What follows belongs to an exercise in optimizing a design on an open flow for small area and a short achievable clock period; a production flow would make more cautious choices. Function was checked by simulation only, so behaviour that the tests miss may differ from the original.

==> inputs of 06-16 <==
## Mat_Ops
module Mat_Ops (clk, rst, choice, A, B, Result, C, AT, BB, FinResult);
	input clk;
	input rst;
	input [2:0] choice;
	input [255:0] A;
	input [255:0] B;
	output [255:0] Result;
	output [255:0] C;
	output [255:0] AT;
	output [255:0] BB;
	output [255:0] FinResult;
	reg [255:0] Result;
	reg [255:0] C;
	reg [255:0] AT;
	reg [239:0] AT3;   
	reg [111:0] BD1, BD2, BD3;
	reg [15:0] BB14;
	reg [175:0] FRl;
	reg [15:0] FRc;
	reg [63:0] FRx;
	reg [31:0] FRy;
	wire [255:0] Result_n, C_n, AT_n;
	wire [239:0] AT3_n;
	wire [175:0] FRl_n;
	wire [15:0] FRc_n;
	wire [63:0] FRxn_n;
	wire [31:0] FRyn_n;
	wire [111:0] BD1_n, BD2_n, BD3_n;
	wire [255:0] ATn = ~AT;
	wire [111:0] BD1n = ~BD1, BD2n = ~BD2;
	wire [15:0] BB14_n;
	wire [4:0] sel;
	assign sel[0] = ~rst & (choice == 3'b000);
	assign sel[1] = ~rst & (choice == 3'b001);
	assign sel[2] = ~rst & (choice == 3'b010);
	assign sel[3] = ~rst & (choice == 3'b011);
	assign sel[4] = ~rst & (choice == 3'b100);
	wire [4:0] hold = {5{~rst}} & ~sel;
	wire sel4_n = ~sel[4];
  ...
==> flow/config.mk <==
export PLATFORM = sky130hd
export DESIGN_NAME = Mat_Ops
export DESIGN_NICKNAME = Mat_Ops
export VERILOG_FILES = /design/flow/design.v
export SDC_FILE = /design/flow/constraint.sdc
export NUM_CORES = 8
export LEC_CHECK = 0
export CAP_MARGIN = 20
export CORE_MARGIN = 2
export CORE_UTILIZATION = 25
export PLACE_DENSITY = 0.38
export SLEW_MARGIN = 20
export SYNTH_HIERARCHICAL = 1
==> flow/constraint.sdc <==
create_clock -name core_clock -period 13.0 [get_ports {clk}]
set_input_delay 2.6000 -clock core_clock [delete_from_list [all_inputs] [get_ports {clk}]]
set_output_delay 2.6000 -clock core_clock [all_outputs]
set_load 0.01 [all_outputs]
standard.sh (not shown) runs the stock make flow with config.mk's settings and CLKGATE_MAP_FILE= SYNTH_SCRIPT=/design/flow/synth_recipe.tcl, a recipe that flattens the netlist after the stock synthesis.
==> flow/flow/run.sh <==
#!/bin/bash
# Own layout flow: the standard flow (standard.sh) with these changes:
#  1. after synthesis, combinational cells are set to their smallest drive
#     strength (flow/downsize.tcl); registers are not touched;
#  2. the port buffers are buf_1 cells;
#  3. the timing repairs aim at a setup slack of SETUP_MARGIN ns, so that the
#     layout reaches a shorter period than the 13 ns clock needs.
# Each step's full output goes to a log file of its own in this folder.
set -euo pipefail
SETUP_MARGIN=$(cat flow/setup_margin.txt)
RES=orfs/results/${FLOW_PLATFORM:-sky130hd}/Mat_Ops/base
bash standard.sh synth > log_1_synth.txt 2>&1
DOWNSIZE_ODB=$RES/1_synth.odb openroad -no_init -exit flow/downsize.tcl > log_1_downsize.txt 2>&1
bash standard.sh SETUP_SLACK_MARGIN=$SETUP_MARGIN \
  "BUFFER_PORTS_ARGS=-buffer_cell sky130_fd_sc_hd__buf_1" finish > log_2_layout.txt 2>&1
==> flow/flow/downsize.tcl <==
# Set every combinational cell of the synthesized netlist to the smallest cell
# of its family (same function, lowest drive strength); the later timing
# repair sizes up what needs it.  Registers, adders and clock cells are left alone.
set odb $::env(DOWNSIZE_ODB)
read_db $odb
set db [ord::get_db]
set best [dict create]
foreach lib [$db getLibs] {
  foreach m [$lib getMasters] {
    set n [$m getName]
    if {[regexp {^(sky130_fd_sc_hd__[a-z0-9]+)_([0-9]+)$} $n -> fam drv]} {
      set a [expr {[$m getWidth] * [$m getHeight]}]
      if {![dict exists $best $fam] || $a < [lindex [dict get $best $fam] 1]} {
        dict set best $fam [list $m $a]
      }
    }
  }
}
set skip {^sky130_fd_sc_hd__(df|edf|sdf|sed|dl|conb|tap|fill|decap|diode|clk|lpflow|probe|fa_|ha_)}
set cnt 0
foreach inst [[ord::get_db_block] getInsts] {
  set n [[$inst getMaster] getName]
  if {[regexp $skip $n]} { continue }
  if {[regexp {^(sky130_fd_sc_hd__[a-z0-9]+)_([0-9]+)$} $n -> fam drv]} {
    set bm [lindex [dict get $best $fam] 0]
    if {[$bm getName] ne $n} {
      $inst swapMaster $bm
      incr cnt
    }
  }
}
puts "downsized $cnt cells"
write_db $odb
==> flow/flow/setup_margin.txt <==
7.5
==> 04-26: changes against 06-16 <==
--- a/flow/flow/run.sh
+++ b/flow/flow/run.sh
@@ -5,5 +5,8 @@
 #  2. the port buffers are buf_1 cells;
 #  3. the timing repairs aim at a setup slack of SETUP_MARGIN ns, so that the
-#     layout reaches a shorter period than the 13 ns clock needs.
+#     layout reaches a shorter period than the 13 ns clock needs;
+#  4. after global routing, antenna diodes and jumpers go on every net within
+#     50% of its antenna limit (flow/antenna.tcl), so that the detailed route
+#     rarely needs the diode-and-reroute passes that follow it.
 # Each step's full output goes to a log file of its own in this folder.
 set -euo pipefail
@@ -12,4 +15,5 @@
 bash standard.sh synth > log_1_synth.txt 2>&1
 DOWNSIZE_ODB=$RES/1_synth.odb openroad -no_init -exit flow/downsize.tcl > log_1_downsize.txt 2>&1
+export POST_GLOBAL_ROUTE_TCL=$(pwd)/flow/antenna.tcl
 bash standard.sh SETUP_SLACK_MARGIN=$SETUP_MARGIN \
   "BUFFER_PORTS_ARGS=-buffer_cell sky130_fd_sc_hd__buf_1" finish > log_2_layout.txt 2>&1
==> flow/flow/antenna.tcl (new file) <==
# Diodes and jumpers for every net within 50% of its antenna limit, so that
# the detailed route rarely ends with a net over the limit (each such net
# makes the flow insert diodes and route the whole design again).
repair_antennas -ratio_margin 50 -iterations 3
check_placement -verbose
==> results.toml <==
[cells_and_area]
area_growth_syn_to_layout_pct = 23.9
buf_share = 0.0872
multi_input_area_share = 0.653

[run]
cap_violations = 2

[timing]
relSlewSlack = -0.124
fin_ws_ps = 7270
slew_viol_final = 22

[pwr]
p_per_area_mw_per_mm2 = 75.6
switching_power_mw = 7.35
power_mw = 18.0

[run_status]
status = "finished with violations"
so.violations = "capacitance limit, slew limit"

[critical_path]
crit_family = "flip-flops"
path_cells = "or2_0 -> buf_1"
worstSetupPathType = "reg2out"

[routing]
via_count = 239417
route.met2.wl_mm = 642
drtAntennaViolNets = 0
routed_wl_mm = 1760
# the run above: 04-26

==> results.toml <==
[critical_path]
crit_family = "adder cells"
crit_path_max_incr_delay_ps = 710

[run_status]
status = "finished with violations"
so.violations = "antenna rules"

[pwr]
switching_power_mw = 7.33
power_mw = 18.0
p_per_area_mw_per_mm2 = 76.1

[routing]
drtAntennaViolNets = 1
routed_wl_mm = 1750
route.met2.wl_mm = 641
via_count = 239572
route.detailed.drc = 0

[cells_and_area]
buf_share = 0.0878
multi_input_area_share = 0.657

[timing]
fin_ws_ps = 7350
# the run above: 06-16

static timing again, ports no longer ideal:
How much do the figures lean on ideal ports? The routed layouts below were timed once more, with nothing changed but the port constraints. Step 1 (the two cells are an assumption about what drives the block):
set clk [get_ports {clk}]
set_driving_cell -lib_cell sky130_fd_sc_hd__clkbuf_16 $clk
set_driving_cell -lib_cell sky130_fd_sc_hd__buf_2 [delete_from_list [all_inputs] $clk]
Step 2 adds t to the input delays and takes it off the output delays; t is the mean of the earliest and latest rising clock arrival at the registers after step 1. Input paths then give back, and output paths get back, about the clock's delay inside the block. Three values: ideal, step 1, step 2; two values: the first two.
run	t, ns	setup WS [ns]	latest minus earliest clock arrival (ns)	worst register clock-pin slew, ns	worst slew at a driven data input, ns
06-16	1.279	7.350 / 7.279 / 6.405	0.154 / 0.154	0.11 / 0.11	0.53
04-26	1.282	7.266 / 7.152 / 6.113	0.156 / 0.156	0.11 / 0.11	0.54
For 04-26, which loses most, drivers alone change the setup slack by -0.114 ns; drivers and shift together by -1.153 ns.
